From an optimization exercise on the open Yosys and OpenROAD flow, aimed at small area and a short achievable clock period; shortcuts taken in it are not production practice. The RTL was checked by simulation tests, not by an equivalence proof against the original design. Power is estimated from default activity; no workload was simulated.

==> flow/run.sh <==
#!/bin/bash
# The standard layout (the standard.sh: ORFS synthesis through finish)
# with two changes to how the layout is made, none to what it is built for:
#  - the resizer's setup repair aims for 10 ns of slack instead of 0, so that
#    repair_timing keeps improving the worst paths past the 16 ns clock;
#  - the port buffers that buffer_ports inserts on every input and output are
#    buf_4 cells instead of the default delay-buffer choice.
set -euo pipefail
bash standard.sh SETUP_SLACK_MARGIN=10 "BUFFER_PORTS_ARGS=-buffer_cell sky130_fd_sc_hd__buf_4" finish \
  > standard_flow.log 2>&1
==> standard.sh <==
#!/bin/bash
# synth_recipe.tcl (not shown) runs the flow's synth.tcl, then flattens the netlist and writes it again
# the make line also repeats each setting of config.mk as NAME=value (left out here)
make -C /OpenROAD-flow-scripts/flow DESIGN_CONFIG=/design/flow/config.mk WORK_HOME=/design/flow/orfs CLKGATE_MAP_FILE= SYNTH_SCRIPT=/design/flow/synth_recipe.tcl "${@:-finish}"
==> config.mk <==
export PLATFORM = sky130hd
export DESIGN_NAME = risky
export DESIGN_NICKNAME = risky
export VERILOG_FILES = /design/flow/design.v
export SDC_FILE = /design/flow/constraint.sdc
export NUM_CORES = 4
export LEC_CHECK = 0
export CAP_MARGIN = 20
export CORE_MARGIN = 2
export CORE_UTILIZATION = 40
export PLACE_DENSITY = 0.6
export SLEW_MARGIN = 20
export SYNTH_HIERARCHICAL = 1
==> constraint.sdc <==
create_clock -name core_clock -period 16.0 [get_ports {clk}]
set_input_delay 3.2000 -clock core_clock [delete_from_list [all_inputs] [get_ports {clk}]]
set_output_delay 3.2000 -clock core_clock [all_outputs]
set_load 0.01 [all_outputs]
==> design.v <==
`default_nettype none
module risky (
    input  logic        clk,
    input  logic        rst_n,
    output logic [31:0] imem_addr_o,
    output logic        imem_re_o,
    input  logic [31:0] imem_rdata_i,
    output logic [ 8:0] dmem_addr_o,
    output logic [ 3:0] dmem_wmask_o,
    output logic [31:0] dmem_wdata_o,
    input  logic [31:0] dmem_rdata_i,
    output logic        wb_we_o,
    output logic [ 4:0] wb_rd_o,
    output logic [31:0] wb_data_o
);
  logic [31:0] f_instr;
  logic        f_flush;
  logic [31:0] pc;          
  logic [31:0] pc_a, pc_b;   
  logic        pc_s;         
  logic [ 4:0] d_rd;
  logic [31:0] d_imm;
  logic        d_re, d_we;
  logic [ 1:0] d_wd;        
  logic        d_br, d_jmp;
  logic [ 2:0] d_f3;        
  logic        d_sub;
  logic        a_l0, a_l1, a_lhu, a_lbs, a_lw, a_lhs, a_al, a_w, a_r, a_p;
  logic        b_l0, b_l1, b_lhu, b_lbs, b_lw, b_lhs, b_al, b_w, b_r, b_i;
  logic        la_m, la_w, la_r, lb_m, lb_w, lb_r, lb_i;
  logic        s_m, s_w;
  logic        d_r_add, d_r_lt, d_lt_s, d_r_xor, d_r_or, d_r_and, d_r_sll, d_r_srl;
  logic [31:1][31:0] xr;
  logic [31:1]       vld;
  logic [31:0]       rs1q, rs2q;
  logic [ 4:0] e_rd;
  logic        e_re, e_we;
  logic [ 1:0] e_wd;
  logic        e_uns;
  logic [31:0] e_rs2;
  logic        ls_pend;     
  logic [31:0] e_alu;
  logic [ 4:0] m_rd;
  logic [31:0] m_val;
  logic [ 4:0] w_rd;
  logic        w_we;
  logic [31:0] w_data;
  logic        stall;
  logic        taken;
  logic fetch_bj, incr;
  assign imem_addr_o = pc;
  assign imem_re_o   = ~stall;
  assign fetch_bj = ~stall & (imem_rdata_i[6:0] == 7'b110_0011 ||
                              imem_rdata_i[6:0] == 7'b110_1111);
  assign incr     = f_flush ? d_br : ~fetch_bj;
  always_ff @(posedge clk, negedge rst_n) begin
    if (!rst_n) begin
      f_instr <= '0;
      f_flush <= 1'b0;
    end else begin
      if (f_flush) f_instr <= '0;
      else if (!stall) f_instr <= imem_rdata_i;
      f_flush <= f_flush ? ~d_br : fetch_bj;
    end
  end
  logic [31:0] pc_4, pc_br;
  assign pc_4  = pc + 32'd4;
  assign pc_br = pc + d_imm;
  assign pc = pc_s ? pc_a : pc_b;
  always_ff @(posedge clk, negedge rst_n) begin
    if (!rst_n) begin
      pc_b <= '0;
      pc_s <= 1'b0;
    end else if (incr) begin
      pc_b <= pc_4;
      pc_s <= taken;
    end
  end
  always_ff @(posedge clk) begin
    if (incr) pc_a <= pc_br;
  end
  logic [31:0] ins;
  logic [ 6:0] op;
  logic [ 2:0] f3;
  logic [ 6:0] f7;
  assign ins = f_instr;
  assign op  = ins[6:0];
  assign f3  = ins[14:12];
  assign f7  = ins[31:25];
  logic is_lui, is_auipc, is_jal, is_jalr, is_br, is_ld, is_st, is_r, is_i;
  logic f7_0, f7_20, sh_i;
  assign f7_0  = (f7 == 7'b000_0000);
  assign f7_20 = (f7 == 7'b010_0000);
  assign sh_i  = (f3 == 3'b001) | (f3 == 3'b101);
  assign is_lui   = (op == 7'b011_0111);
  assign is_auipc = (op == 7'b001_0111);
  assign is_jal   = (op == 7'b110_1111);
  assign is_jalr  = (op == 7'b110_0111) & (f3 == 3'b000);
  assign is_br    = (op == 7'b110_0011) & (f3[2:1] != 2'b01);
  assign is_ld    = (op == 7'b000_0011) & (f3 != 3'b011) & (f3 != 3'b110) & (f3 != 3'b111);
  assign is_st    = (op == 7'b010_0011) & (f3[2] == 1'b0) & (f3 != 3'b011);
  assign is_r     = (op == 7'b011_0011) &
                    (f7_0 | (f7_20 & ((f3 == 3'b000) | (f3 == 3'b101))));
  assign is_i     = (op == 7'b001_0011) &
                    (~sh_i | f7_0 | (f7_20 & (f3 == 3'b101)));
  logic [4:0] sel_rs1, sel_rs2;
  assign sel_rs1 = (is_jalr | is_br | is_ld | is_st | is_r | is_i) ? ins[19:15] : 5'd0;
  assign sel_rs2 = (is_br | is_st | is_r) ? ins[24:20] : 5'd0;
  logic [31:0] imm;
  always_comb begin
    if (is_lui | is_auipc) imm = {ins[31:12], 12'd0};
    else if (is_jal) imm = {{12{ins[31]}}, ins[19:12], ins[20], ins[30:21], 1'b0};
    else if (is_br) imm = {{20{ins[31]}}, ins[7], ins[30:25], ins[11:8], 1'b0};
    else if (is_st) imm = {{20{ins[31]}}, ins[31:25], ins[11:7]};
    else if (is_i & sh_i) imm = {27'd0, ins[24:20]};
    else imm = {20'd0, ins[31:20]};
  end
  logic arith;   
  assign arith = is_r | is_i;
  always_ff @(posedge clk, negedge rst_n) begin
    if (!rst_n) begin
      d_rd    <= '0;
      d_re    <= 1'b0;
      d_we    <= 1'b0;
      d_wd    <= '0;
      d_br    <= 1'b0;
      d_jmp   <= 1'b0;
      d_f3    <= '0;
      d_sub   <= 1'b0;
      d_r_add <= 1'b0;
      d_r_lt  <= 1'b0;
      d_lt_s  <= 1'b0;
      d_r_xor <= 1'b0;
      d_r_or  <= 1'b0;
      d_r_and <= 1'b0;
      d_r_sll <= 1'b0;
      d_r_srl <= 1'b0;
    end else if (!stall) begin
      d_rd    <= (is_lui | is_auipc | is_jal | is_jalr | is_ld | arith) ? ins[11:7] : 5'd0;
      d_re    <= is_ld;
      d_we    <= is_st;
      d_wd    <= (f3[1:0] == 2'b10) ? 2'd2 : (f3[0] ? 2'd1 : 2'd0);
      d_br    <= is_br | is_jal;
      d_jmp   <= is_jal | is_jalr;
      d_f3    <= f3;
      d_sub   <= is_br | (arith & (f3 == 3'b010 || f3 == 3'b011)) |
                 (is_r & (f3 == 3'b000) & f7_20);
      d_r_add <= ~arith | (f3 == 3'b000);
      d_r_lt  <= arith & (f3 == 3'b010 || f3 == 3'b011);
      d_lt_s  <= ~f3[0];
      d_r_xor <= arith & (f3 == 3'b100);
      d_r_or  <= arith & (f3 == 3'b110);
      d_r_and <= arith & (f3 == 3'b111);
      d_r_sll <= arith & (f3 == 3'b001);
      d_r_srl <= arith & (f3 == 3'b101);
    end
  end
  always_ff @(posedge clk) begin
    if (!stall) d_imm <= imm;
  end
  logic a_rs1_n, a_pc_n, b_rs2_n, b_imm_n;
  logic fw1m_n, fw1w_n, fw2m_n, fw2w_n;
  assign a_rs1_n = stall | is_br | is_ld | is_st | arith;
  assign a_pc_n  = ~stall & (is_auipc | is_jalr);
  assign b_rs2_n = ~stall & (is_br | is_r);
  assign b_imm_n = stall | is_lui | is_auipc | is_jal | is_ld | is_st | is_i;
  assign fw1m_n  = ~stall & (sel_rs1 != 5'd0) & (sel_rs1 == d_rd);
  assign fw1w_n  = (sel_rs1 != 5'd0) & (sel_rs1 == e_rd);
  assign fw2m_n  = ~stall & (sel_rs2 != 5'd0) & (sel_rs2 == d_rd);
  assign fw2w_n  = (sel_rs2 != 5'd0) & (sel_rs2 == e_rd);
  logic lg_n;
  assign lg_n = ~stall & arith & (f3[2] | (f3[1:0] == 2'b01));
  logic e_re_n, k_w, k_hs, k_hu, k_bs;
  assign e_re_n = ~stall & d_re;
  assign k_w    = (d_wd == 2'd2);
  assign k_hs   = (d_wd == 2'd1) & ~d_f3[2];
  assign k_hu   = (d_wd == 2'd1) & d_f3[2];
  assign k_bs   = (d_wd == 2'd0) & ~d_f3[2];
  logic am_n, aw_n, ar_n, bm_n, bw_n, br_n;
  assign am_n = a_rs1_n & fw1m_n;
  assign aw_n = a_rs1_n & ~fw1m_n & fw1w_n;
  assign ar_n = a_rs1_n & ~fw1m_n & ~fw1w_n;
  assign bm_n = b_rs2_n & fw2m_n;
  assign bw_n = b_rs2_n & ~fw2m_n & fw2w_n;
  assign br_n = b_rs2_n & ~fw2m_n & ~fw2w_n;
  logic [31:0] oh1, oh2;
  always_comb begin
    oh1[0] = 1'b0;
    oh2[0] = 1'b0;
    for (int i = 1; i < 32; i++) begin
      oh1[i] = (sel_rs1 == 5'(i)) & vld[i];
      oh2[i] = (sel_rs2 == 5'(i)) & vld[i];
    end
  end
  logic [31:0][10:0] n1, n2;
  for (genvar b = 0; b < 32; b++) begin : g_rd
    for (genvar k = 0; k < 10; k++) begin : g_grp
      rf_aoi222 u_p1 (
          .a0(oh1[3*k+1]), .b0(xr[3*k+1][b]),
          .a1(oh1[3*k+2]), .b1(xr[3*k+2][b]),
          .a2(oh1[3*k+3]), .b2(xr[3*k+3][b]),
          .y (n1[b][k])
      );
      rf_aoi222 u_p2 (
          .a0(oh2[3*k+1]), .b0(xr[3*k+1][b]),
          .a1(oh2[3*k+2]), .b1(xr[3*k+2][b]),
          .a2(oh2[3*k+3]), .b2(xr[3*k+3][b]),
          .y (n2[b][k])
      );
    end
    assign n1[b][10] = ~(oh1[31] & xr[31][b]);
    assign n2[b][10] = ~(oh2[31] & xr[31][b]);
  end
  logic [31:0] rd1, rd2;
  always_comb begin
    for (int b = 0; b < 32; b++) begin
      rd1[b] = ~(&n1[b]);
      rd2[b] = ~(&n2[b]);
    end
  end
  always_ff @(posedge clk, negedge rst_n) begin
    if (!rst_n) begin
      {a_l0, a_l1, a_lhu, a_lbs, a_lw, a_lhs, a_al, a_w, a_r, a_p} <= '0;
      {b_l0, b_l1, b_lhu, b_lbs, b_lw, b_lhs, b_al, b_w, b_r, b_i} <= '0;
      {la_m, la_w, la_r, lb_m, lb_w, lb_r, lb_i} <= '0;
      s_m   <= 1'b0;
      s_w   <= 1'b0;
      vld   <= '0;
    end else begin
      a_l0  <= ~lg_n & am_n & e_re_n;
      a_l1  <= ~lg_n & am_n & e_re_n & (k_w | k_hs);
      a_lhu <= ~lg_n & am_n & e_re_n & k_hu;
      a_lbs <= ~lg_n & am_n & e_re_n & k_bs;
      a_lw  <= ~lg_n & am_n & e_re_n & k_w;
      a_lhs <= ~lg_n & am_n & e_re_n & k_hs;
      a_al  <= ~lg_n & am_n & ~e_re_n;
      a_w   <= ~lg_n & aw_n;
      a_r   <= ~lg_n & ar_n;
      a_p   <= a_pc_n;
      b_l0  <= ~lg_n & bm_n & e_re_n;
      b_l1  <= ~lg_n & bm_n & e_re_n & (k_w | k_hs);
      b_lhu <= ~lg_n & bm_n & e_re_n & k_hu;
      b_lbs <= ~lg_n & bm_n & e_re_n & k_bs;
      b_lw  <= ~lg_n & bm_n & e_re_n & k_w;
      b_lhs <= ~lg_n & bm_n & e_re_n & k_hs;
      b_al  <= ~lg_n & bm_n & ~e_re_n;
      b_w   <= ~lg_n & bw_n;
      b_r   <= ~lg_n & br_n;
      b_i   <= ~lg_n & b_imm_n;
      la_m  <= lg_n & am_n;
      la_w  <= lg_n & aw_n;
      la_r  <= lg_n & ar_n;
      lb_m  <= lg_n & bm_n;
      lb_w  <= lg_n & bw_n;
      lb_r  <= lg_n & br_n;
      lb_i  <= lg_n & b_imm_n;
      s_m   <= fw2m_n;
      s_w   <= ~fw2m_n & fw2w_n;
      for (int i = 1; i < 32; i++) if (w_we && w_rd == 5'(i)) vld[i] <= 1'b1;
    end
  end
  always_ff @(posedge clk) begin
    rs1q <= rd1;
    rs2q <= rd2;
    for (int i = 1; i < 32; i++) if (w_we && w_rd == 5'(i)) xr[i] <= w_data;
  end
  logic [31:0] ld_data, mval_n;
  always_comb begin
    case (e_wd)
      2'd0:    ld_data = {e_uns ? 24'd0 : {24{dmem_rdata_i[7]}}, dmem_rdata_i[7:0]};
      2'd1:    ld_data = e_uns ? {16'd0, dmem_rdata_i[7:0], dmem_rdata_i[7:0]}
                               : {{16{dmem_rdata_i[15]}}, dmem_rdata_i[15:0]};
      default: ld_data = dmem_rdata_i;
    endcase
    mval_n = e_re ? ld_data : e_alu;
  end
  function automatic logic [31:0] mem_fwd(input logic [31:0] dm, input logic [31:0] alu,
                                          input logic l0, input logic l1, input logic lhu,
                                          input logic lbs, input logic lw, input logic lhs,
                                          input logic al);
    logic [31:0] v;
    for (int i = 0; i < 8; i++) v[i] = l0 & dm[i];
    for (int i = 8; i < 16; i++) v[i] = (l1 & dm[i]) | (lhu & dm[i-8]) | (lbs & dm[7]);
    for (int i = 16; i < 32; i++) v[i] = (lw & dm[i]) | (lhs & dm[15]) | (lbs & dm[7]);
    mem_fwd = v | ({32{al}} & alu);
  endfunction
  logic [31:0] opa, opb, lga, lgb, fwd2;
  assign opa  = mem_fwd(dmem_rdata_i, e_alu, a_l0, a_l1, a_lhu, a_lbs, a_lw, a_lhs, a_al) |
                ({32{a_w}} & m_val) | ({32{a_r}} & rs1q) | ({32{a_p}} & pc);
  assign opb  = mem_fwd(dmem_rdata_i, e_alu, b_l0, b_l1, b_lhu, b_lbs, b_lw, b_lhs, b_al) |
                ({32{b_w}} & m_val) | ({32{b_r}} & rs2q) | ({32{b_i}} & d_imm);
  assign lga  = ({32{la_m}} & mval_n) | ({32{la_w}} & m_val) | ({32{la_r}} & rs1q);
  assign lgb  = ({32{lb_m}} & mval_n) | ({32{lb_w}} & m_val) | ({32{lb_r}} & rs2q) |
                ({32{lb_i}} & d_imm);
  assign fwd2 = s_m ? mval_n : (s_w ? m_val : rs2q);
  logic [31:0] sum;
  logic        cout;
  assign {cout, sum} = {1'b0, opa} + {1'b0, opb ^ {32{d_sub}}} + {32'd0, d_sub};
  logic ltu, lts, eq;
  assign ltu = ~cout;
  assign lts = ltu ^ opa[31] ^ opb[31];
  assign eq  = (opa == opb);
  logic [31:0] sh_in, sh_out, sh_rev, lga_rev;
  always_comb begin
    for (int i = 0; i < 32; i++) lga_rev[i] = lga[31-i];
    sh_in  = d_r_sll ? lga_rev : lga;
    sh_out = sh_in >> lgb[4:0];
    for (int i = 0; i < 32; i++) sh_rev[i] = sh_out[31-i];
  end
  logic [31:0] res;
  assign res = ({32{d_r_add}} & sum) |
               {31'd0, d_r_lt & (d_lt_s ? lts : ltu)} |
               ({32{d_r_xor}} & (lga ^ lgb)) |
               ({32{d_r_or}} & (lga | lgb)) |
               ({32{d_r_and}} & (lga & lgb)) |
               ({32{d_r_sll}} & sh_rev) |
               ({32{d_r_srl & ~(|lgb[31:5])}} & sh_out);
  logic cond;
  assign cond  = d_f3[2] ? (((d_f3[1] ^ d_f3[0]) ? ltu : lts) ^ d_f3[0]) : (eq ^ d_f3[0]);
  assign taken = (d_br & cond) | d_jmp;
  logic [31:0] sa;
  always_ff @(posedge clk) begin
    sa <= (aw_n ? mval_n : rd1) + imm;
  end
  assign stall = ls_pend & (sa == e_alu);
  always_ff @(posedge clk, negedge rst_n) begin
    if (!rst_n) begin
      e_rd      <= '0;
      e_re      <= 1'b0;
      e_we      <= 1'b0;
      e_wd      <= '0;
      e_uns     <= 1'b0;
      ls_pend   <= 1'b0;
    end else begin
      if (!stall) begin
        e_rd  <= d_rd;
        e_re  <= d_re;
        e_we  <= d_we;
        e_wd  <= d_wd;
        e_uns <= d_f3[2];
      end else begin
        e_rd  <= '0;
        e_re  <= 1'b0;
        e_we  <= 1'b0;
        e_wd  <= '0;
        e_uns <= 1'b0;
      end
      ls_pend   <= ~stall & is_ld & d_we;
    end
  end
  always_ff @(posedge clk) begin
    e_rs2 <= fwd2;   
    e_alu <= res;
  end
  assign dmem_addr_o  = e_alu[8:0];
  assign dmem_wdata_o = e_rs2;
  assign dmem_wmask_o = e_we ? {e_wd[1], e_wd[1], e_wd != 2'd0, 1'b1} : 4'b0000;
  always_ff @(posedge clk, negedge rst_n) begin
    if (!rst_n) m_rd <= '0;
    else m_rd <= e_rd;
  end
  always_ff @(posedge clk) m_val <= mval_n;
  always_ff @(posedge clk, negedge rst_n) begin
    if (!rst_n) begin
      w_rd <= '0;
      w_we <= 1'b0;
    end else begin
      w_rd <= m_rd;
      w_we <= 1'b1;
    end
  end
  always_ff @(posedge clk) w_data <= m_val;
  assign wb_we_o   = w_we;
  assign wb_rd_o   = w_rd;
  assign wb_data_o = w_data;
endmodule
module rf_aoi222 (
    input  logic a0,
    input  logic b0,
    input  logic a1,
    input  logic b1,
    input  logic a2,
    input  logic b2,
    output logic y
);
  assign y = ~((a0 & b0) | (a1 & b1) | (a2 & b2));
endmodule
==> impl_metrics.toml, run 1 <==
[sta]
tightest_slew_ps = 1250
finalCriticalPeriod_ps = 6290
drv_slew = 0
rsz0062_at_grt = "true"
fmax_ghz = 0.159
period_share_pct = 39.3
tns_ps = 0
clock_skew_ps = 29.1
hold_viol_final = 0
relSlewSlack_pct = 16.3
setup_ws_ps = 9710
setup_violations = 0

[layout]
regMostFlops = "xr"
stdcell_area_mm2 = 0.0823
drive_gt1_share_pct = 20.2
syn_to_final_growth_pct = 20.4
fin_util_pct = 48.5
largest_register_ffs = 992
instances_no_fill = 8224
final_nets = 6099

[clock_tree]
cts.sinks = 1451
cts_max_level = 4
cts_tree = "done"
clockBufferDepth = 3
clk_latency_ps = 830
cts-buffers-inserted = 158
ctsHoldBuffers = 0
clkSlewWorstSetupHoldPaths_ps = 60
clk_root_buffer_cell = "clkbuf_16"

[global_routing]
antenna_found_initial = 10
grt_max_degree = 67
first_global_vias = 54600
grt_pass1_wl_mm = 440
grt_use_total_pct = 36.0
grt-ovfl-total = 0

[route]
routed_wl_mm = 324
vias_per_cell = 7.02
drc = 0
dr.pass1.iters = 12
drtIter0Drc = 11600
antenna_left = 0
wl_per_cell_um = 39.3
vias = 57800

[setup_path]
start_kind = "flop"
cp.arrival_ps = 7040
path_class = "flop to flop"
cp-end-kind = "flop"
crit_required_ps = 16740
worstPathMaxFanout = 11
ff2ff_setup_slack_ps = 9710

[status]
status = "complete, no violations"

[synthesis]
synthAdderAreaFrac_pct = 2.98
synth-seq-area-share_pct = 59.2
synth_fp_nets = 5637
synth_xor_area_share_pct = 2.69
syn_area_per_cell_um2 = 12.6
synth-seq-cells = 1451
synth.area.mux_share_pct = 2.59
synth_ff_type = "edfxtp_1"
synth_compound_area_share_pct = 20.5
synthesis.area_mm2 = 0.0683
yosys_warnings = 7
synth-edff-count = 1056
async_reset_ff_share_pct = 11.8
yosys.area_share.simple_pct = 9.73
synth_top_family_by_area = "compound AO/OA/AOI/OAI gates"
synth_cells = 5410
ys_types = 108

[die]
num_rows = 151
core_region_area_mm2 = 0.169
die_w_um = 417
start_util_pct = 40.3
io_pins = 182
fp.dieH_um = 417
die_area_mm2 = 0.174

[placed_design]
io_buffers = 181
dp_hpwl_mm = 218
dp.cells = 7768
dp_slack_ps = 8040
dpl-instance-area_mm2 = 0.0736
routabilityCongestion = 1.09

[power_and_ir_drop]
leakage_uw = 0.0313
irDropWorstVdd_mv = 0.114
power.density_mw_per_mm2 = 110

[hold_path]
hold_class = "flop to flop"

[job]
drv_cap = 0
Yosys stat by module (local to each module, per instance):
module | cell area (um^2) | times used
rf_aoi222 | 10.0 | 640
risky | 61900 | 1
cells by family (layout without fill, tap and decap cells):
logic type | Yosys count | in the layout
compound gates | 1706 | 1706
flops | 1451 | 1451
simple gates | 1367 | 1367
buf+inv | 367 | 961
xor+xnor | 210 | 210
fa+ha+maj | 161 | 161
mux | 147 | 147
other cells | 1 | 3
layer usage:
layer	global-route usage, %	wire length (um)	share of wire, %
met5	0	37	0.011
met4	28.9	32000	9.9
met3	8.03	36500	11
met2	54.6	142000	44
met1	44.3	113000	35
worst paths after layout:
path / start / to / cells past startpoint
setup / recovery: f_instr[6]$_DFFE_PN0P_ / sa[30]$_DFF_P_ / 25
setup reg to reg: f_instr[6]$_DFFE_PN0P_ / sa[30]$_DFF_P_ / 25
max in group asynchronous: rst_n / f_instr[5]$_DFFE_PN0P_ / 3
hold / removal: m_rd[1]$_DFF_PN0_ / w_rd[1]$_DFF_PN0_ / 0
hold reg to reg: m_rd[1]$_DFF_PN0_ / w_rd[1]$_DFF_PN0_ / 0
min in group asynchronous: rst_n / pc_b[31]$_DFFE_PN0P_ / 1
layout by cell type, fill, tap and decap left out, types with 55 or more instances in the layout:
master and count:
buf_4 448, a22oi_1 119, xor2_1 112, nand3_1 71, a222oi_1 701, a2111o_1 55, clkbuf_16 162, dfrtp_1 153
nand2_1 511, nand4_1 176, mux2i_1 59, xnor2_1 90, inv_1 117, a21oi_1 167, o21ai_0 187, a21o_1 84
ha_1 139, dfxtp_1 195, nor2_1 174, edfxtp_1 1056, and3_1 72
cell usage after synthesis, types with 13 or more instances:
cell type	instances	area [um^2]
a2111o_1	55	619
a211oi_1	29	218
a21o_1	85	638
a21oi_1	189	946
a221o_1	23	230
a221oi_1	17	149
a222oi_1	701	7020
a22o_1	33	289
a22oi_1	122	916
a31o_2	13	114
a31oi_1	30	188
and2_1	31	194
and3_1	91	569
buf_1	25	93.8
buf_2	39	195
buf_4	14	105
clkbuf_1	152	571
dfrtp_1	171	4280
dfxtp_1	224	4480
edfxtp_1	1056	31700
ha_1	158	1980
inv_1	123	462
mux2_2	59	664
mux2i_1	66	661
mux4_2	16	360
nand2_1	522	1960
nand2b_1	35	219
nand3_1	82	410
nand4_1	176	1100
nor2_1	212	796
nor2b_1	44	275
nor3_1	56	280
nor4_1	18	113
o211ai_1	23	173
o21a_1	15	113
o21ai_0	206	1030
o21ai_1	22	110
o31ai_1	14	105
or2_2	44	275
xnor2_1	95	832
xor2_1	115	1010
through the flow:
stage / power [uW] / hold WS (ps)
finish: 9030 / 349
global route: 9260 / 359
CTS: 9020 / 350
detailed placement: 5350 / 336
global placement: 5330 / 334
floorplan: 4890 / 331
power by group:
part	internal [uW]	switching (uW)	total, uW
registers	4210	168	4380
logic	329	631	960
clock network	2100	1590	3690
total	6640	2390	9030
what timing repair did:
action / 4_1_cts / 5_1_grt
buffers inserted: 98 / 44
resized for setup: 315 / 112
setup endpoints to repair: 62 / 36
pin swaps: 108 / 78
cloned: 18 / 2
area by class of cell:
cell class	instances	area, um^2
multi-input combinational	3592	28100
antenna	2	5.00
clock buffer	224	4410
inverter	132	510
sequential	1451	40600
tap	2218	2780
timing repair buffer	537	5160
clock inverter	68	767
fill	14900	87200
critical path, cell delays in order (launching register included):
cell	delay, ps
dfrtp_2	470
buf_4	160
nor2_1	40
and3_4	210
nor4_4	280
buf_4	200
nand2b_4	190
nor3_4	80
and3_4	210
buf_12	150
a222oi_1	510
nand4_1	490
a2111o_1	570
mux2_4	300
ha_4	240
a21o_1	180
a21o_1	190
o2111ai_4	260
a31oi_4	130
a21o_4	260
o41ai_4	300
o221ai_2	190
nor3_2	160
o21bai_1	110
a21oi_1	180
xnor2_1	130
==> run 2, diff against run 1 <==
--- a/design.v
+++ b/design.v
@@ -55,14 +55,17 @@
   assign incr     = f_flush ? d_br : ~fetch_bj;
   always_ff @(posedge clk, negedge rst_n) begin
     if (!rst_n) begin
-      f_instr <= '0;
-      f_flush <= 1'b0;
+      f_instr[6:0] <= '0;
+      f_flush      <= 1'b0;
     end else begin
-      if (f_flush) f_instr <= '0;
-      else if (!stall) f_instr <= imem_rdata_i;
+      if (f_flush) f_instr[6:0] <= '0;
+      else if (!stall) f_instr[6:0] <= imem_rdata_i[6:0];
       f_flush <= f_flush ? ~d_br : fetch_bj;
     end
   end
+  always_ff @(posedge clk) begin
+    if (!stall) f_instr[31:7] <= imem_rdata_i[31:7];
+  end
   logic [31:0] pc_4, pc_br;
   assign pc_4  = pc + 32'd4;
   assign pc_br = pc + d_imm;
--- a/config.mk
+++ b/config.mk
@@ -8,6 +8,8 @@
 export CAP_MARGIN = 20
 export CORE_MARGIN = 2
 export CORE_UTILIZATION = 40
+export CTS_CLUSTER_DIAMETER = 150
+export CTS_CLUSTER_SIZE = 20
 export PLACE_DENSITY = 0.6
 export SLEW_MARGIN = 20
 export SYNTH_HIERARCHICAL = 1
==> run 2 against run 1 <==
Now fails the layout checks on max-slew violations. Hold slack better by 8.1 ps. Cell area is 5.3% lower. Cell count is 4.0% lower. Maximum frequency is 0.16% lower. Critical endpoint is now sa[29]$_DFF_P_. Synthesized cell count is 2.7% lower. Global-route usage is 1.7 points lower.
==> impl_metrics.toml, run 2 <==
[route]
vias_per_cell = 7.14
dr.pass1.iters = 14
antenna_left = 0
wl_per_cell_um = 39.4
vias = 56400
drc = 0
drtIter0Drc = 11700
routed_wl_mm = 311

[setup_path]
crit_required_ps = 16630
ff2ff_path_depth = 25
rr_startpoint = "f_instr[12]$_DFFE_PN_"
path_class = "flop to flop"
worstPathMaxFanout = 6
cp-end-kind = "flop"
r2r-end = "sa[29]$_DFF_P_"
start_kind = "flop"
cp.arrival_ps = 6940
ff2ff_setup_slack_ps = 9700

[synthesis]
synth_common_cells = "1081 x edfxtp_1, 683 x a222oi_1, 447 x nand2_1, 224 x dfxtp_1, 215 x nor2_1"
syn_area_per_cell_um2 = 12.9
synth_most_common_cell = "edfxtp_1"
synth-seq-area-share_pct = 59.6
synth_ff_type = "edfxtp_1"
synth_top_family_by_area = "compound AO/OA/AOI/OAI gates"
synth_fp_nets = 5492
synthesis.area_mm2 = 0.0681
async_reset_ff_share_pct = 10.1
synth_compound_area_share_pct = 20.1
synth_xor_area_share_pct = 2.76
synth-edff-count = 1081
yosysTopAreaCell = "edfxtp_1"
synth_cells = 5265
ys_types = 104
yosys.area_share.simple_pct = 9.49
yosys_warnings = 7
synthAdderAreaFrac_pct = 2.99
synth-seq-cells = 1451
synthTopCellsByArea = "edfxtp_1 48%, a222oi_1 10%, dfxtp_1 6.6%"
synth.area.mux_share_pct = 2.97
synth_top_area_share_pct = 47.7

[sta]
hold_viol_final = 0
tightest_slew_ps = 1760
period_share_pct = 39.4
fmax_ghz = 0.159
finalCriticalPeriod_ps = 6300
clock_skew_ps = 50.5
rsz0062_at_grt = "true"
drv_slew = 2
setup_violations = 0
tns_ps = 0
relSlewSlack_pct = -17.2

[hold_path]
holdPathEnd = "w_rd[2]$_DFF_PN0_"
min_from = "m_rd[2]$_DFF_PN0_"
holdPathStages = 0
hold_class = "flop to flop"

[clock_tree]
cts_max_level = 3
ctsHoldBuffers = 0
clk_latency_ps = 770
clockBufferDepth = 3
cts_tree = "done"
clkSlewWorstSetupHoldPaths_ps = 100
clk_root_buffer_cell = "clkbuf_16"
cts.sinks = 1451
cts-buffers-inserted = 83

[global_routing]
antenna_found_initial = 20
grt-ovfl-total = 0
grt_use_total_pct = 34.3
first_global_vias = 52100
grt_max_degree = 88
grt_pass1_wl_mm = 420

[job]
drv_cap = 0

[layout]
nFillCells = 15100
final_nets = 5833
fin_util_pct = 46.0
mostFrequentLayoutCells = "1081 x edfxtp_1, 683 x a222oi_1, 444 x nand2_1, 402 x buf_4, 193 x dfxtp_1"
largest_register_ffs = 992
multi_input_area_mm2 = 0.0273
regMostFlops = "xr"
final_common_cell = "edfxtp_1"
seqCellArea_mm2 = 0.0407
drive_gt1_share_pct = 16.7
syn_to_final_growth_pct = 14.4

[placed_design]
routabilityCongestion = 1.13
io_buffers = 181
dp_hpwl_mm = 204

[die]
core_region_area_mm2 = 0.169
die_w_um = 417
die_area_mm2 = 0.174
start_util_pct = 40.2
num_rows = 151
fp.dieH_um = 417
io_pins = 182

[status]
status = "complete, but fails checks"
so_faults = "max-slew violations"

[power_and_ir_drop]
leakage_uw = 0.0287
power.density_mw_per_mm2 = 82.2
irDropWorstVdd_mv = 0.0964
[run 2: cell count changes in the layout (fill, tap and decap cells not counted), moves of 19 or more]
cell | before | now
a21oi_1 | 167 | 137
edfxtp_1 | 1056 | 1081
buf_4 | 448 | 402
a21o_1 | 84 | 65
clkinv_1 | 27 | 3
xnor2_1 | 90 | 131
xor2_1 | 112 | 74
clkbuf_16 | 162 | 90
nand2_1 | 511 | 444
[run 2: how the worst max path moves through the flow]
stage	start	end
floorplan	dmem_rdata_i[7]	e_alu[0]$_DFF_P_
global placement	dmem_rdata_i[7]	e_alu[0]$_DFF_P_
detailed placement	dmem_rdata_i[7]	e_alu[0]$_DFF_P_
CTS	f_instr[13]$_DFFE_PN_	sa[28]$_DFF_P_
global route	f_instr[12]$_DFFE_PN_	sa[28]$_DFF_P_
finish	f_instr[12]$_DFFE_PN_	sa[29]$_DFF_P_
[run 2: cell families (layout without fill, tap and decap cells)]
group | after synthesis | after routing
and+or+nand+nor | 1302 | 1302
AOI/OAI and AO/OA | 1650 | 1651
DFF | 1451 | 1451
muxes | 162 | 162
buffers and inverters | 323 | 720
xor gates and xnor gates | 215 | 215
other | 1 | 16
adders and majority gates | 161 | 161
[run 2: per-module statistics from Yosys (local to each module, per instance)]
| module | flip-flops and latches | copies in the design | cells | cell area, um^2 |
|---|---|---|---|---|
| risky | 1451 | 1 | 4625 | 61700 |
| rf_aoi222 | 0 | 640 | 1 | 10.0 |
[run 2: critical path: stages, from the launching register on]
cell and delay, ps:
edfxtp_1 440, buf_6 150, nand3b_1 140, a2111oi_4 110
o31ai_4 300, and3_4 340, nor2_4 60, and2_4 210
and3_4 160, buf_12 140, buf_12 140, buf_4 150
a222oi_1 330, nand4_1 440, a2111o_1 550, mux2_4 350
ha_4 300, nand4_1 230, a2111oi_4 330, o21a_1 180
o31a_1 200, o2111ai_2 150, a311oi_2 390, a21o_1 180
a21oi_2 50, xnor2_1 130
[run 2: repair_timing]
item	CTS	global route
pin swaps	32	82
setup buffers	48	31
resized for setup	162	97
endpoints found under the setup margin	53	43
cloned	9	8
[run 2: report_power, final]
part	switching (uW)	internal, uW	total (uW)	leakage [uW]
clock network	1300	1000	2300	0.00116
logic	58.3	30.9	89.2	0.0135
registers	16.9	3990	4010	0.0140
total	1380	5030	6410	0.0287
[run 2: per-stage QoR]
| stage | area [um^2] | hold slack (ps) | worst slack, ps | power, uW | cells |
|---|---|---|---|---|---|
| final | 77900 | 357 | 9700 | 6410 | 7896 |
| after floorplan | 68400 | 331 | 9710 | 4120 | 5265 |
| after detailed placement | 73200 | 336 | 8650 | 4180 | 7642 |
| after global routing | 77900 | 366 | 9570 | 6550 | 7882 |
| after CTS | 77000 | 361 | 9890 | 6410 | 7841 |
| after global placement | 73200 | 338 | 8610 | 4180 | 7641 |
[run 2: layout make-up]
| type | count | area share (%) |
|---|---|---|
| sequential | 1451 | 52.2 |
| antenna | 15 | 0.0482 |
| timing repair buffer | 463 | 5.42 |
| multi-input combinational | 3492 | 35.0 |
| inverter | 114 | 0.559 |
| timing repair inverter | 1 | 0.00642 |
| tap | 2218 | 3.56 |
| clock buffer | 132 | 2.93 |
| clock inverter | 10 | 0.226 |
[run 2: layer usage]
metal | global-route usage, % | vias to the layer above | routed length, um
li1 | - | 22900 | -
met1 | 42.9 | 28000 | 109000
met2 | 53.5 | 4586 | 138000
met3 | 9.17 | 941 | 40100
met4 | 19.9 | 20 | 24100
met5 | 0 | - | 107
==> run 3, diff against run 2 <==
--- a/design.v
+++ b/design.v
@@ -191,8 +191,8 @@
     oh1[0] = 1'b0;
     oh2[0] = 1'b0;
     for (int i = 1; i < 32; i++) begin
-      oh1[i] = (sel_rs1 == 5'(i)) & vld[i];
-      oh2[i] = (sel_rs2 == 5'(i)) & vld[i];
+      oh1[i] = (ins[19:15] == 5'(i)) & vld[i];
+      oh2[i] = (ins[24:20] == 5'(i)) & vld[i];
     end
   end
   logic [31:0][10:0] n1, n2;
@@ -263,8 +263,8 @@
     end
   end
   always_ff @(posedge clk) begin
-    rs1q <= rd1;
-    rs2q <= rd2;
+    rs1q <= (sel_rs1 != 5'd0) ? rd1 : 32'd0;
+    rs2q <= (sel_rs2 != 5'd0) ? rd2 : 32'd0;
     for (int i = 1; i < 32; i++) if (w_we && w_rd == 5'(i)) xr[i] <= w_data;
   end
   logic [31:0] ld_data, mval_n;
@@ -321,9 +321,11 @@
   logic cond;
   assign cond  = d_f3[2] ? (((d_f3[1] ^ d_f3[0]) ? ltu : lts) ^ d_f3[0]) : (eq ^ d_f3[0]);
   assign taken = (d_br & cond) | d_jmp;
+  logic aw_s;
+  assign aw_s = (ins[19:15] != 5'd0) & (ins[19:15] == e_rd);
   logic [31:0] sa;
   always_ff @(posedge clk) begin
-    sa <= (aw_n ? mval_n : rd1) + imm;
+    sa <= (aw_s ? mval_n : rd1) + {20'd0, ins[31:20]};
   end
   assign stall = ls_pend & (sa == e_alu);
   always_ff @(posedge clk, negedge rst_n) begin
==> flow/run.sh (replaced) <==
#!/bin/bash
# The standard layout (the standard.sh: ORFS synthesis through finish)
# with these changes to how the layout is made, none to what it is built for:
#  - the resizer's setup repair aims for 10 ns of slack instead of 0, so that
#    repair_timing keeps improving the worst paths past the 16 ns clock;
#  - repair_timing does not clone gates (a clone placed far from its driver
#    can leave a slew violation after routing);
#  - the port buffers that buffer_ports inserts on every input and output are
#    buf_4 cells instead of the default delay-buffer choice.
set -euo pipefail
bash standard.sh SETUP_SLACK_MARGIN=10 SKIP_GATE_CLONING=1 \
  "BUFFER_PORTS_ARGS=-buffer_cell sky130_fd_sc_hd__buf_4" finish > standard_flow.log 2>&1
--- a/config.mk
+++ b/config.mk
@@ -11,5 +11,5 @@
 export CTS_CLUSTER_DIAMETER = 150
 export CTS_CLUSTER_SIZE = 20
 export PLACE_DENSITY = 0.6
-export SLEW_MARGIN = 20
+export SLEW_MARGIN = 30
 export SYNTH_HIERARCHICAL = 1
==> run 3 against run 2 <==
Now clean on timing, DRC and antenna. Register-to-register slack gained 560 ps. Setup slack gained 230 ps. Global-route usage shrank 0.75 points. Combinational power grew 13%. Hold slack lost 5.3 ps. Total power shrank 0.36%. Cell count shrank 0.24%. Critical path depth shrank 19. Clock power is essentially flat. Sequential power is essentially flat. Count of clock-buffer cells in the layout shrank 13. Die area grew 0.61%. Largest power group unchanged.
==> impl_metrics.toml, run 3 <==
[die]
num_rows = 151
die_w_um = 418
die_area_mm2 = 0.175
io_pins = 182
core_region_area_mm2 = 0.170
start_util_pct = 40.3
fp.dieH_um = 418

[layout]
regMostFlops = "xr"
stdcell_area_mm2 = 0.0766
fin_util_pct = 45.1
drive_gt1_share_pct = 14.3
largest_register_ffs = 992
final_nets = 5820
final_common_cell = "edfxtp_1"
syn_to_final_growth_pct = 11.8
mostFrequentLayoutCells = "1081 x edfxtp_1, 697 x a222oi_1, 410 x buf_4, 387 x nand2_1, 234 x nor2_1"
instances_no_fill = 7877

[synthesis]
synthesis.area_mm2 = 0.0685
synth_common_cells = "1081 x edfxtp_1, 697 x a222oi_1, 388 x nand2_1, 269 x nor2_1, 224 x dfxtp_1"
synth_top_family_by_area = "compound AO/OA/AOI/OAI gates"
synth_top_area_share_pct = 47.4
synth_xor_area_share_pct = 2.66
async_reset_ff_share_pct = 10.1
synth_most_common_cell = "edfxtp_1"
ys_types = 109
synthAdderAreaFrac_pct = 2.63
synth-seq-area-share_pct = 59.2
yosysTopAreaCell = "edfxtp_1"
synthTopCellsByArea = "edfxtp_1 47%, a222oi_1 10%, dfxtp_1 6.5%"
synth_ff_type = "edfxtp_1"
synth-seq-cells = 1451
yosys_warnings = 7
synth_compound_area_share_pct = 21.2
synth_cells = 5348
syn_area_per_cell_um2 = 12.8
synth-edff-count = 1081
synth_fp_nets = 5556
synth.area.mux_share_pct = 2.31
yosys.area_share.simple_pct = 9.78

[placed_design]
routabilityCongestion = 1.07
dpl-instance-area_mm2 = 0.0736
io_buffers = 181
dp_hpwl_mm = 202
dp_slack_ps = 8550
dp.cells = 7711

[setup_path]
rr_startpoint = "f_instr[19]$_DFFE_PN_"
worstPathMaxFanout = 6
cpPeakStageDelay_ps = 760
path_class = "flop to primary output"
ff2ff_setup_slack_ps = 10260
start_kind = "flop"
worstPathCellList = "xor2_1 -> or3_1 -> nor4_4 -> buf_4 -> inv_2 -> buf_4"
crit_required_ps = 12800
cp.buffers_inverters = 3
crit_family = "flip-flops"
ff2ff_path_depth = 21
r2r-end = "sa[18]$_DFF_P_"
critPathMostFrequentCell = "buf_4"
slowest_stage = "dfxtp_1"
cp.arrival_ps = 2870
cp-end-kind = "primary output"

[power_and_ir_drop]
irDropWorstVdd_mv = 0.112
power.density_mw_per_mm2 = 83.3
leakage_uw = 0.0279

[hold_path]
holdPathStages = 0
holdPathEnd = "w_rd[0]$_DFF_PN0_"
hold_class = "flop to flop"
min_from = "m_rd[0]$_DFF_PN0_"

[job]
drv_cap = 0

[sta]
tightest_slew_ps = 1130
rsz0062_at_grt = "true"
relSlewSlack_pct = 24.4
finalCriticalPeriod_ps = 6070
hold_viol_final = 0
clock_skew_ps = 68.8
setup_violations = 0
fmax_ghz = 0.165
tns_ps = 0
drv_slew = 0
setup_ws_ps = 9930
period_share_pct = 37.9

[route]
routed_wl_mm = 302
wl_per_cell_um = 38.4
vias = 56200
antenna_left = 0
vias_per_cell = 7.14
drtIter0Drc = 11700
dr.pass1.iters = 11
drc = 0

[global_routing]
first_global_vias = 52300
grt-ovfl-total = 0
grt_max_degree = 69
grt_pass1_wl_mm = 416
antenna_found_initial = 13
grt_use_total_pct = 33.5

[status]
status = "complete, no violations"

[clock_tree]
clockBufferDepth = 3
cts.sinks = 1451
clk_latency_ps = 770
cts-buffers-inserted = 83
cts_tree = "done"
cts_max_level = 3
clk_root_buffer_cell = "clkbuf_16"
clkSlewWorstSetupHoldPaths_ps = 100
run 3: changes by cell type after synthesis, sizes merged, moves of 17 or more:
cell,delta
nand2,-59
nor2,+57
a2111oi,+48
mux2,-33
a22o,+32
clkbuf,+30
a22oi,-28
and3,+24
a21oi,-20
ha,-19
o211ai,+17
run 3: modules after synthesis (local to each module, per instance):
| module | times used | flops+latches |
|---|---|---|
| rf_aoi222 | 640 | 0 |
| risky | 1 | 1451 |
run 3: cell type report:
type	instances	area (um^2)
Sequential cell	1451	40600
Inverter	127	487
Antenna cell	4	10.0
Clock inverter	9	148
Clock buffer	119	2230
Timing Repair Buffer	417	3170
Multi-Input combinational cell	3532	27200
Fill cell	15400	93200
Tap cell	2218	2780
run 3: worst register-to-register path, cell delays in order, from the launching register on:
cell and delay (ps):
edfxtp_1 550, inv_1 270, nor3_1 100, buf_4 190
and3_1 190, buf_4 290, a222oi_1 410, nand4_1 310
a2111o_1 540, nor2_1 160, a21oi_1 70, ha_1 240
fa_1 430, a21o_1 200, a21oi_1 210, o21bai_1 110
a31o_2 260, a211oi_1 320, o21bai_1 250, and2_1 280
nand2_1 100, xor2_1 140
run 3: cell families after synthesis:
| group | count (synthesis) |
|---|---|
| DFF | 1451 |
| adders and majority gates | 142 |
| and+or+nand+nor | 1331 |
| xor gates and xnor gates | 208 |
| buffers and inverters | 365 |
| muxes | 138 |
| other | 1 |
| AOI/OAI and AO/OA | 1712 |
run 3: layer usage:
layer / share of wire [%] / wire, um / track usage (%) / vias up
met4: 6.4 / 19300 / 17.0 / 8
li1: - / - / - / 23100
met5: 0.016 / 47 / 0 / -
met3: 13 / 39200 / 8.62 / 728
met1: 37 / 110000 / 43.7 / 28100
met2: 44 / 133000 / 51.7 / 4365
run 3: repair_timing:
item,4_1_cts,5_1_grt
gates cloned,0,0
endpoints found under the setup margin,48,50
setup buffers,10,23
hold buffers,0,0
pin swaps,4,18
resized for setup,25,60
run 3: worst max-delay path by stage:
| stage | from | to | slack (ps) | depth (start not counted) |
|---|---|---|---|---|
| 3_3_place_gp | dmem_rdata_i[0] | e_alu[15]$_DFF_P_ | 8660 | 12 |
| 2_1_floorplan | dmem_rdata_i[1] | e_alu[0]$_DFF_P_ | 9940 | 14 |
| 4_1_cts | dmem_rdata_i[1] | e_alu[31]$_DFF_P_ | 9830 | 12 |
| 5_1_grt | dmem_rdata_i[9] | e_alu[31]$_DFF_P_ | 9950 | 13 |
| 6_report | e_alu[28]$_DFF_P_ | imem_re_o | 9930 | 6 |
| 3_5_place_dp | dmem_rdata_i[0] | e_alu[31]$_DFF_P_ | 8550 | 13 |
run 3: where the power goes:
part	switching (uW)	total, uW	internal [uW]
clock network	1280	2270	987
registers	16.7	4020	4000
logic	68.6	101	32.6
total	1360	6380	5020
run 3: stage by stage:
stage,total power [uW],hold WS [ps]
after global routing,6530,366
after CTS,6390,356
final,6380,352
after floorplan,4130,331
after global placement,4190,337
after detailed placement,4190,335
==> run 4, diff against run 3 <==
--- a/design.v
+++ b/design.v
@@ -27,7 +27,9 @@
   logic        d_sub;
   logic        a_l0, a_l1, a_lhu, a_lbs, a_lw, a_lhs, a_al, a_w, a_r, a_p;
   logic        b_l0, b_l1, b_lhu, b_lbs, b_lw, b_lhs, b_al, b_w, b_r, b_i;
-  logic        la_m, la_w, la_r, lb_m, lb_w, lb_r, lb_i;
+  logic        la_w, la_r, lb_w, lb_r, lb_i;
+  logic        la_l0, la_l1, la_lhu, la_lbs, la_lw, la_lhs, la_al;
+  logic        lb_l0, lb_l1, lb_lhu, lb_lbs, lb_lw, lb_lhs, lb_al;
   logic        s_m, s_w;
   logic        d_r_add, d_r_lt, d_lt_s, d_r_xor, d_r_or, d_r_and, d_r_sll, d_r_srl;
   logic [31:1][31:0] xr;
@@ -225,7 +227,9 @@
     if (!rst_n) begin
       {a_l0, a_l1, a_lhu, a_lbs, a_lw, a_lhs, a_al, a_w, a_r, a_p} <= '0;
       {b_l0, b_l1, b_lhu, b_lbs, b_lw, b_lhs, b_al, b_w, b_r, b_i} <= '0;
-      {la_m, la_w, la_r, lb_m, lb_w, lb_r, lb_i} <= '0;
+      {la_w, la_r, lb_w, lb_r, lb_i} <= '0;
+      {la_l0, la_l1, la_lhu, la_lbs, la_lw, la_lhs, la_al} <= '0;
+      {lb_l0, lb_l1, lb_lhu, lb_lbs, lb_lw, lb_lhs, lb_al} <= '0;
       s_m   <= 1'b0;
       s_w   <= 1'b0;
       vld   <= '0;
@@ -250,10 +254,22 @@
       b_w   <= ~lg_n & bw_n;
       b_r   <= ~lg_n & br_n;
       b_i   <= ~lg_n & b_imm_n;
-      la_m  <= lg_n & am_n;
+      la_l0  <= lg_n & am_n & e_re_n;
+      la_l1  <= lg_n & am_n & e_re_n & (k_w | k_hs);
+      la_lhu <= lg_n & am_n & e_re_n & k_hu;
+      la_lbs <= lg_n & am_n & e_re_n & k_bs;
+      la_lw  <= lg_n & am_n & e_re_n & k_w;
+      la_lhs <= lg_n & am_n & e_re_n & k_hs;
+      la_al  <= lg_n & am_n & ~e_re_n;
       la_w  <= lg_n & aw_n;
       la_r  <= lg_n & ar_n;
-      lb_m  <= lg_n & bm_n;
+      lb_l0  <= lg_n & bm_n & e_re_n;
+      lb_l1  <= lg_n & bm_n & e_re_n & (k_w | k_hs);
+      lb_lhu <= lg_n & bm_n & e_re_n & k_hu;
+      lb_lbs <= lg_n & bm_n & e_re_n & k_bs;
+      lb_lw  <= lg_n & bm_n & e_re_n & k_w;
+      lb_lhs <= lg_n & bm_n & e_re_n & k_hs;
+      lb_al  <= lg_n & bm_n & ~e_re_n;
       lb_w  <= lg_n & bw_n;
       lb_r  <= lg_n & br_n;
       lb_i  <= lg_n & b_imm_n;
@@ -292,8 +308,10 @@
                 ({32{a_w}} & m_val) | ({32{a_r}} & rs1q) | ({32{a_p}} & pc);
   assign opb  = mem_fwd(dmem_rdata_i, e_alu, b_l0, b_l1, b_lhu, b_lbs, b_lw, b_lhs, b_al) |
                 ({32{b_w}} & m_val) | ({32{b_r}} & rs2q) | ({32{b_i}} & d_imm);
-  assign lga  = ({32{la_m}} & mval_n) | ({32{la_w}} & m_val) | ({32{la_r}} & rs1q);
-  assign lgb  = ({32{lb_m}} & mval_n) | ({32{lb_w}} & m_val) | ({32{lb_r}} & rs2q) |
+  assign lga  = mem_fwd(dmem_rdata_i, e_alu, la_l0, la_l1, la_lhu, la_lbs, la_lw, la_lhs, la_al) |
+                ({32{la_w}} & m_val) | ({32{la_r}} & rs1q);
+  assign lgb  = mem_fwd(dmem_rdata_i, e_alu, lb_l0, lb_l1, lb_lhu, lb_lbs, lb_lw, lb_lhs, lb_al) |
+                ({32{lb_w}} & m_val) | ({32{lb_r}} & rs2q) |
                 ({32{lb_i}} & d_imm);
   assign fwd2 = s_m ? mval_n : (s_w ? m_val : rs2q);
   logic [31:0] sum;
==> run 4 against run 3 <==
Total power up 20%. Utilization up 0.073 points. Still clean. Sequential power up 8.0%. Clock skew up 7.4 ps. Sequential share of layout area up 0.35 points. Cell area about the same. Register-to-register slack worse by 60 ps. Die area down 0.15%. First-iteration DRC count down 0.81%. Setup slack better by 61 ps.
==> impl_metrics.toml, run 4 <==
[synthesis]
ys_types = 84
synth_most_common_cell = "edfxtp_1"
syn_area_per_cell_um2 = 12.7
synthesis.area_mm2 = 0.0684
synth_common_cells = "1081 x edfxtp_1, 687 x a222oi_1, 454 x nand2_1, 292 x nor2_1, 227 x a22oi_1"
yosysTopAreaCell = "edfxtp_1"
synth_fp_nets = 5604
synth_ff_type = "edfxtp_1"
synthTopCellsByArea = "edfxtp_1 47%, a222oi_1 10%, dfxtp_1 6.6%"
synth_top_area_share_pct = 47.4
synth-edff-count = 1081
async_reset_ff_share_pct = 10.8
yosys_warnings = 7
synth_cells = 5396
synth-seq-cells = 1463
synth-seq-area-share_pct = 59.8

[layout]
syn_to_final_growth_pct = 12.0
instances_no_fill = 7943
final_common_cell = "edfxtp_1"
largest_register_ffs = 992
regMostFlops = "xr"
final_nets = 5877
mostFrequentLayoutCells = "1081 x edfxtp_1, 687 x a222oi_1, 453 x nand2_1, 417 x buf_4, 259 x nor2_1"
drive_gt1_share_pct = 13.5

[die]
num_rows = 151
die_w_um = 418
fp.dieH_um = 418
io_pins = 182
die_area_mm2 = 0.174
start_util_pct = 40.3
core_region_area_mm2 = 0.170

[power_and_ir_drop]
p_comb_share_pct = 13.1
clockPowerShare_pct = 30.0
irDropWorstVdd_mv = 0.102
intPower_uw = 5590
p_seq_share_pct = 56.9
power_switching_uw = 2040
switching_share_pct = 26.8
leakage_uw = 0.0285
power.density_mw_per_mm2 = 99.6

[setup_path]
cpPeakStageDelay_ps = 440
start_kind = "flop"
cp-end-kind = "primary output"
slowest_stage = "dfxtp_1"
ff2ff_setup_slack_ps = 10200
crit_required_ps = 12800
worstPathCellList = "buf_6 -> xor2_1 -> nor4_1 -> nand4_1 -> nor3_1 -> nand4_1 -> buf_6 -> buf_4"
cp.arrival_ps = 2810
path_class = "flop to primary output"
worstPathMaxFanout = 21
cp.buffers_inverters = 3
crit_family = "simple AND/OR/NAND/NOR gates"

[clock_tree]
clockBufferDepth = 3
clk_latency_ps = 760
cts-buffers-inserted = 84
cts.sinks = 1463
clk_root_buffer_cell = "clkbuf_16"
clkSlewWorstSetupHoldPaths_ps = 100
cts_max_level = 3
cts_tree = "done"
ctsHoldBuffers = 0

[placed_design]
routabilityCongestion = 0.996
dp.cells = 7746
io_buffers = 181
dp_hpwl_mm = 198

[sta]
finalCriticalPeriod_ps = 6010
fmax_ghz = 0.166
period_share_pct = 37.6
tns_ps = 0
tightest_slew_ps = 1060
clock_skew_ps = 76.2
holdWs_ps = 358
rsz0062_at_grt = "true"
relSlewSlack_pct = 29.2
hold_viol_final = 0
drv_slew = 0
setup_violations = 0

[route]
vias = 55600
dr.pass1.iters = 12
drtIter0Drc = 11600
wl_per_cell_um = 37.2
drc = 0
routed_wl_mm = 296
antenna_left = 0
vias_per_cell = 7.00

[status]
status = "complete, no violations"

[global_routing]
grt_pass1_wl_mm = 409
first_global_vias = 52400
antenna_found_initial = 21
grt_max_degree = 78
grt-ovfl-total = 0
grt_use_total_pct = 32.8

[job]
drv_cap = 0

[hold_path]
hold_class = "flop to flop"
## run 4: cell count changes after synthesis, moves of 33 or more
cell,before,now
xnor2_1,138,82
nand4_1,168,201
nand2_1,388,454
a22o_1,76,15
a22oi_1,93,227
and2_1,27,63
xor2_1,70,132
## run 4: worst paths after layout
path / cells after the start / startpoint / to
worst max-delay path: 8 / e_alu[3]$_DFF_P_ / imem_re_o
worst min-delay path: 0 / m_rd[0]$_DFF_PN0_ / w_rd[0]$_DFF_PN0_
worst max register to register: 20 / f_instr[19]$_DFFE_PN_ / sa[28]$_DFF_P_
worst min register to register: 0 / m_rd[0]$_DFF_PN0_ / w_rd[0]$_DFF_PN0_
max in group asynchronous: 3 / rst_n / vld[1]$_DFFE_PN0P_
min in group asynchronous: 1 / rst_n / pc_b[12]$_DFFE_PN0P_
## run 4: area by class of cell
cell class	count	area (um^2)
Antenna cell	14	35.0
Sequential cell	1463	40900
Tap cell	2218	2780
Inverter	132	500
Timing Repair Buffer	429	3300
Fill cell	15400	93000
Clock buffer	121	2290
Multi-Input combinational cell	3559	26700
Clock inverter	7	92.6
## run 4: Yosys stat by module (local to each module, per instance)
module,cells,flip-flops and latches,area (um^2),copies in the design
rf_aoi222,1,0,10.0,640
risky,4756,1463,62000,1
## run 4: what timing repair did
| action | CTS | global route |
|---|---|---|
| setup endpoints to repair | 25 | 36 |
| buffers inserted | 21 | 34 |
| resized for setup | 32 | 49 |
| pin swaps | 15 | 24 |
## run 4: stage by stage
step | power, uW | cell area (um^2) | setup slack, ps | util (%)
floorplan | 4970 | 68600 | 9600 | -
global placement | 5380 | 73400 | 8420 | 43.2
detailed placement | 5400 | 73400 | 8480 | 43.3
CTS | 7620 | 76100 | 9990 | 44.9
global route | 7850 | 76600 | 9840 | 45.2
finish | 7640 | 76600 | 9990 | 45.2
## run 4: power groups by stage
stage	sequential, uW	clock (uW)	combinational [uW]
floorplan	4400	0	573
global placement	4420	0	960
detailed placement	4420	0	980
CTS	4340	2300	982
global route	4360	2420	1070
finish	4340	2290	1000
## run 4: logic make-up (layout without fill, tap and decap cells)
family	Yosys count	count (layout)	synth area share, %
compound gates	1611	1611	19.3
xor+xnor	214	214	2.74
fa+ha+maj	142	142	2.63
buf+inv	374	689	2.20
flops	1463	1463	59.8
mux	191	191	3.42
other cells	1	15	0.00548
simple gates	1400	1400	9.92
## run 4: metal layers
layer	GRT usage, %	wire length, um	up-vias	share of wire, %
met1	41.9	108000	27700	37
met3	8.05	35400	741	12
li1	-	-	23000	-
met5	0	138	-	0.047
met2	51.7	134000	4089	45
met4	16.6	17600	20	6.0
==> run 5, diff against run 4 <==
==> flow/run.sh (replaced) <==
#!/bin/bash
# The standard layout (the standard.sh: ORFS synthesis through finish)
# with these changes to how the layout is made, none to what it is built for:
#  - the resizer's setup repair aims for 11 ns of slack instead of 0, so that
#    repair_timing keeps improving the worst paths past the 16 ns clock;
#  - repair_timing does not clone gates (a clone placed far from its driver
#    can leave a slew violation after routing);
#  - the port buffers that buffer_ports inserts on every input and output are
#    buf_4 cells instead of the default delay-buffer choice.
set -euo pipefail
bash standard.sh SETUP_SLACK_MARGIN=11 SKIP_GATE_CLONING=1 \
  "BUFFER_PORTS_ARGS=-buffer_cell sky130_fd_sc_hd__buf_4" finish > standard_flow.log 2>&1
==> run 5 against run 4 <==
Sequential cell count did not move. Global-route usage fell by 0.79 points. Area after synthesis did not move. Via count rose by 1.7%. Sequential share of layout area fell by 2.2 points. Cell count rose by 2.3%. Count of clock-buffer cells in the layout rose by 12. Synthesized cell count did not move. Critical endpoint is now e_alu[22]$_DFF_P_. Largest power group unchanged.
==> impl_metrics.toml, run 5 <==
[setup_path]
cp-end-kind = "flop"
cpPeakStageDelay_ps = 490
cp.depth = 16
r2r-end = "sa[25]$_DFF_P_"
slowest_stage = "a311o_2"
path_class = "primary input to flop"
worstPathCellList = "buf_4 -> a22oi_1 -> nand2_1 -> mux2i_2 -> fa_2 -> nor2b_4 -> o31ai_4 -> a211oi_4 -> buf_6 -> nor2_4 -> o31ai_4 -> nand4_1 -> a311o_2 -> buf_4 -> xnor2_2 -> a221o_1"
cp.buffers_inverters = 3
crit_required_ps = 16610
crit_family = "compound AO/OA/AOI/OAI gates"
rr_startpoint = "f_instr[19]$_DFFE_PN_"
start_kind = "primary input"
cp.arrival_ps = 6560
worstPathMaxFanout = 10
ff2ff_path_depth = 20
ff2ff_setup_slack_ps = 10630

[status]
status = "complete, no violations"

[hold_path]
min_from = "m_rd[1]$_DFF_PN0_"
hold_class = "flop to flop"
holdPathEnd = "w_rd[1]$_DFF_PN0_"
holdPathStages = 0

[global_routing]
antenna_found_initial = 23
grt_pass1_wl_mm = 403
grt-ovfl-total = 0
grt.busiest_layer = "met2"
gr-usage-met2_pct = 50.9
grtUsageMet3_pct = 7.14
grt_use_total_pct = 32.0
first_global_vias = 53600
met1_usage_pct = 40.9
grt_max_degree = 85

[sta]
rsz0062_at_grt = "true"
period_share_pct = 37.1
tightest_slew_ps = 1100
relSlewSlack_pct = 25.9
clock_skew_ps = 47.7
finalCriticalPeriod_ps = 5940
tns_ps = 0
hold_viol_final = 0
drv_slew = 0
setup_violations = 0
fmax_ghz = 0.168

[die]
die_w_um = 418
start_util_pct = 40.3
fp.dieH_um = 418
die_area_mm2 = 0.174
core_region_area_mm2 = 0.170
num_rows = 151
io_pins = 182

[power_and_ir_drop]
power.density_mw_per_mm2 = 98.5
irDropWorstVdd_mv = 0.102
power_uw = 7880
leakage_uw = 0.0300

[synthesis]
synth.area.mux_share_pct = 3.42
synth_xor_area_share_pct = 2.74
synth_common_cells = "1081 x edfxtp_1, 687 x a222oi_1, 454 x nand2_1, 292 x nor2_1, 227 x a22oi_1"
synth_most_common_cell = "edfxtp_1"
synth_ff_type = "edfxtp_1"
ys_types = 84
synthesis.area_mm2 = 0.0684
synth-seq-area-share_pct = 59.8
synthAdderAreaFrac_pct = 2.63
synth_cells = 5396
synth_compound_area_share_pct = 19.3
synth_top_family_by_area = "compound AO/OA/AOI/OAI gates"
synth-seq-cells = 1463
yosys_warnings = 7
async_reset_ff_share_pct = 10.8
synth_fp_nets = 5604
yosysTopAreaCell = "edfxtp_1"
synth-edff-count = 1081
synth_top_area_share_pct = 47.4
synthTopCellsByArea = "edfxtp_1 47%, a222oi_1 10%, dfxtp_1 6.6%"
syn_area_per_cell_um2 = 12.7
yosys.area_share.simple_pct = 9.92

[layout]
instances_no_fill = 8127
syn_to_final_growth_pct = 17.0
regMostFlops = "xr"
final_common_cell = "edfxtp_1"
mostFrequentLayoutCells = "1081 x edfxtp_1, 687 x a222oi_1, 501 x buf_4, 430 x nand2_1, 248 x nor2_1"
final_nets = 6053
largest_register_ffs = 992
drive_gt1_share_pct = 19.6
fin_util_pct = 47.2
nFillCells = 15200

[clock_tree]
cts_max_level = 3
cts-buffers-inserted = 83
clk_root_buffer_cell = "clkbuf_16"
clockBufferDepth = 3
cts.sinks = 1463
clk_latency_ps = 750
cts_tree = "done"
clkSlewWorstSetupHoldPaths_ps = 100

[job]
drv_cap = 0

[route]
dr.pass1.iters = 11
drc = 0
vias_per_cell = 6.96
wl_per_cell_um = 35.6
antenna_left = 0
routed_wl_mm = 289
drtIter0Drc = 11500
vias = 56600

[placed_design]
dp.cells = 7742
routabilityCongestion = 1.03
dp_hpwl_mm = 192
io_buffers = 181
-- run 5: cell counts after synthesis --
No cell type changed its count.
-- run 5: Yosys stat by module (local to each module, per instance) --
module     cells  flip-flops and latches  copies in the design
risky       4756                    1463                     1
rf_aoi222      1                       0                   640
-- run 5: worst max path at each step --
stage	from	end	slack, ps
2_1_floorplan	dmem_rdata_i[7]	pc_s$_DFFE_PN0P_	9600
3_3_place_gp	dmem_rdata_i[7]	pc_s$_DFFE_PN0P_	8520
3_5_place_dp	dmem_rdata_i[7]	pc_s$_DFFE_PN0P_	8630
4_1_cts	dmem_rdata_i[1]	e_alu[30]$_DFF_P_	10000
5_1_grt	dmem_rdata_i[1]	e_alu[30]$_DFF_P_	9990
6_report	dmem_rdata_i[0]	e_alu[22]$_DFF_P_	10060
-- run 5: metrics by stage --
| stage | area (um^2) | hold WS, ps | setup WS [ps] |
|---|---|---|---|
| 2_1_floorplan | 69000 | 331 | 9600 |
| 3_3_place_gp | 73700 | 339 | 8520 |
| 3_5_place_dp | 73700 | 336 | 8630 |
| 4_1_cts | 79100 | 365 | 10000 |
| 5_1_grt | 80000 | 371 | 9990 |
| 6_report | 80100 | 362 | 10060 |
-- run 5: metal layers --
metal	wire, um	up-vias
met3	32800	872
met2	132000	4102
met1	106000	28200
li1	-	23400
met5	151	-
met4	18000	22
-- run 5: cell families (layout without fill, tap and decap cells) --
| family | count (synthesis) | count (layout) |
|---|---|---|
| AOI/OAI and AO/OA | 1611 | 1611 |
| xor gates and xnor gates | 214 | 214 |
| adders and majority gates | 142 | 142 |
| buffers and inverters | 374 | 879 |
| DFF | 1463 | 1463 |
| muxes | 191 | 191 |
| other | 1 | 9 |
| and+or+nand+nor | 1400 | 1400 |
-- run 5: power by group --
part / switching (uW) / total [uW] / internal, uW / leakage [uW]
sequential: 119 / 4350 / 4230 / 0.0141
clock: 1300 / 2300 / 1000 / 0.00116
combinational: 699 / 1230 / 528 / 0.0147
total: 2120 / 7880 / 5770 / 0.0300
-- run 5: what timing repair did --
action / in CTS / in global routing
setup buffers: 185 / 51
hold endpoints to repair: 0 / 0
gates cloned: 0 / 0
hold buffers: 0 / 0
endpoints found under the setup margin: 92 / 91
gates resized for setup: 326 / 126
pin swaps: 103 / 68
-- run 5: area by class of cell --
class	count	area, um^2	area share (%)
diodes	8	20.0	0.0250
clock buffers	133	2300	2.87
clock inverters	8	164	0.205
inverters	132	549	0.686
multi-input cells	3559	28100	35.1
flip-flops and latches	1463	41000	51.2
well taps	2218	2780	3.47
repair buffers	606	5220	6.52
-- run 5: worst register-to-register path: cells and delay by family, from the launching register on --
kind / cells / cell delay (ps)
AND/OR/NAND/NOR: 8 / 2180
AO/OA/AOI/OAI: 8 / 1450
buffers and inverters: 2 / 720
flip-flops: 1 / 540
adder cells (fa/ha/maj): 1 / 210
XOR/XNOR: 1 / 140

[afterwards: timing with drivers on the ports]
How much do the figures lean on ideal ports? The routed layouts below were timed once more, with nothing changed but the port constraints. Step 1 assumes that a clkbuf_16 drives the clock port and a buf_2 every other input. Step 2 adds t to the input delays and takes it off the output delays; t is the mean of the earliest and latest rising clock arrival at the registers after step 1. Input paths then give back, and output paths get back, about the clock's delay inside the block. Slacks: no drivers / after step 1 / after step 2; pairs: no drivers / after step 1.
run | t (ns) | slack for setup (ns) | worst setup path after step 2 | slew at the worst register clock pin (ns) | worst slew at a driven data input, ns
run 1 | 0.909 | 9.707 / 9.707 / 8.919 | input to register | 0.07 / 0.07 | 0.11
run 2 | 0.836 | 9.697 / 9.697 / 8.897 | input to register | 0.10 / 0.10 | 0.16
run 3 | 0.820 | 9.929 / 9.848 / 9.151 | input to register | 0.10 / 0.10 | 0.11
run 4 | 0.800 | 9.990 / 9.910 / 9.148 | input to register | 0.11 / 0.11 | 0.17
run 5 | 0.811 | 10.059 / 9.983 / 9.263 | input to register | 0.11 / 0.11 | 0.20
For run 4, which loses most, drivers alone change the setup slack by -0.080 ns; drivers and shift together by -0.842 ns.
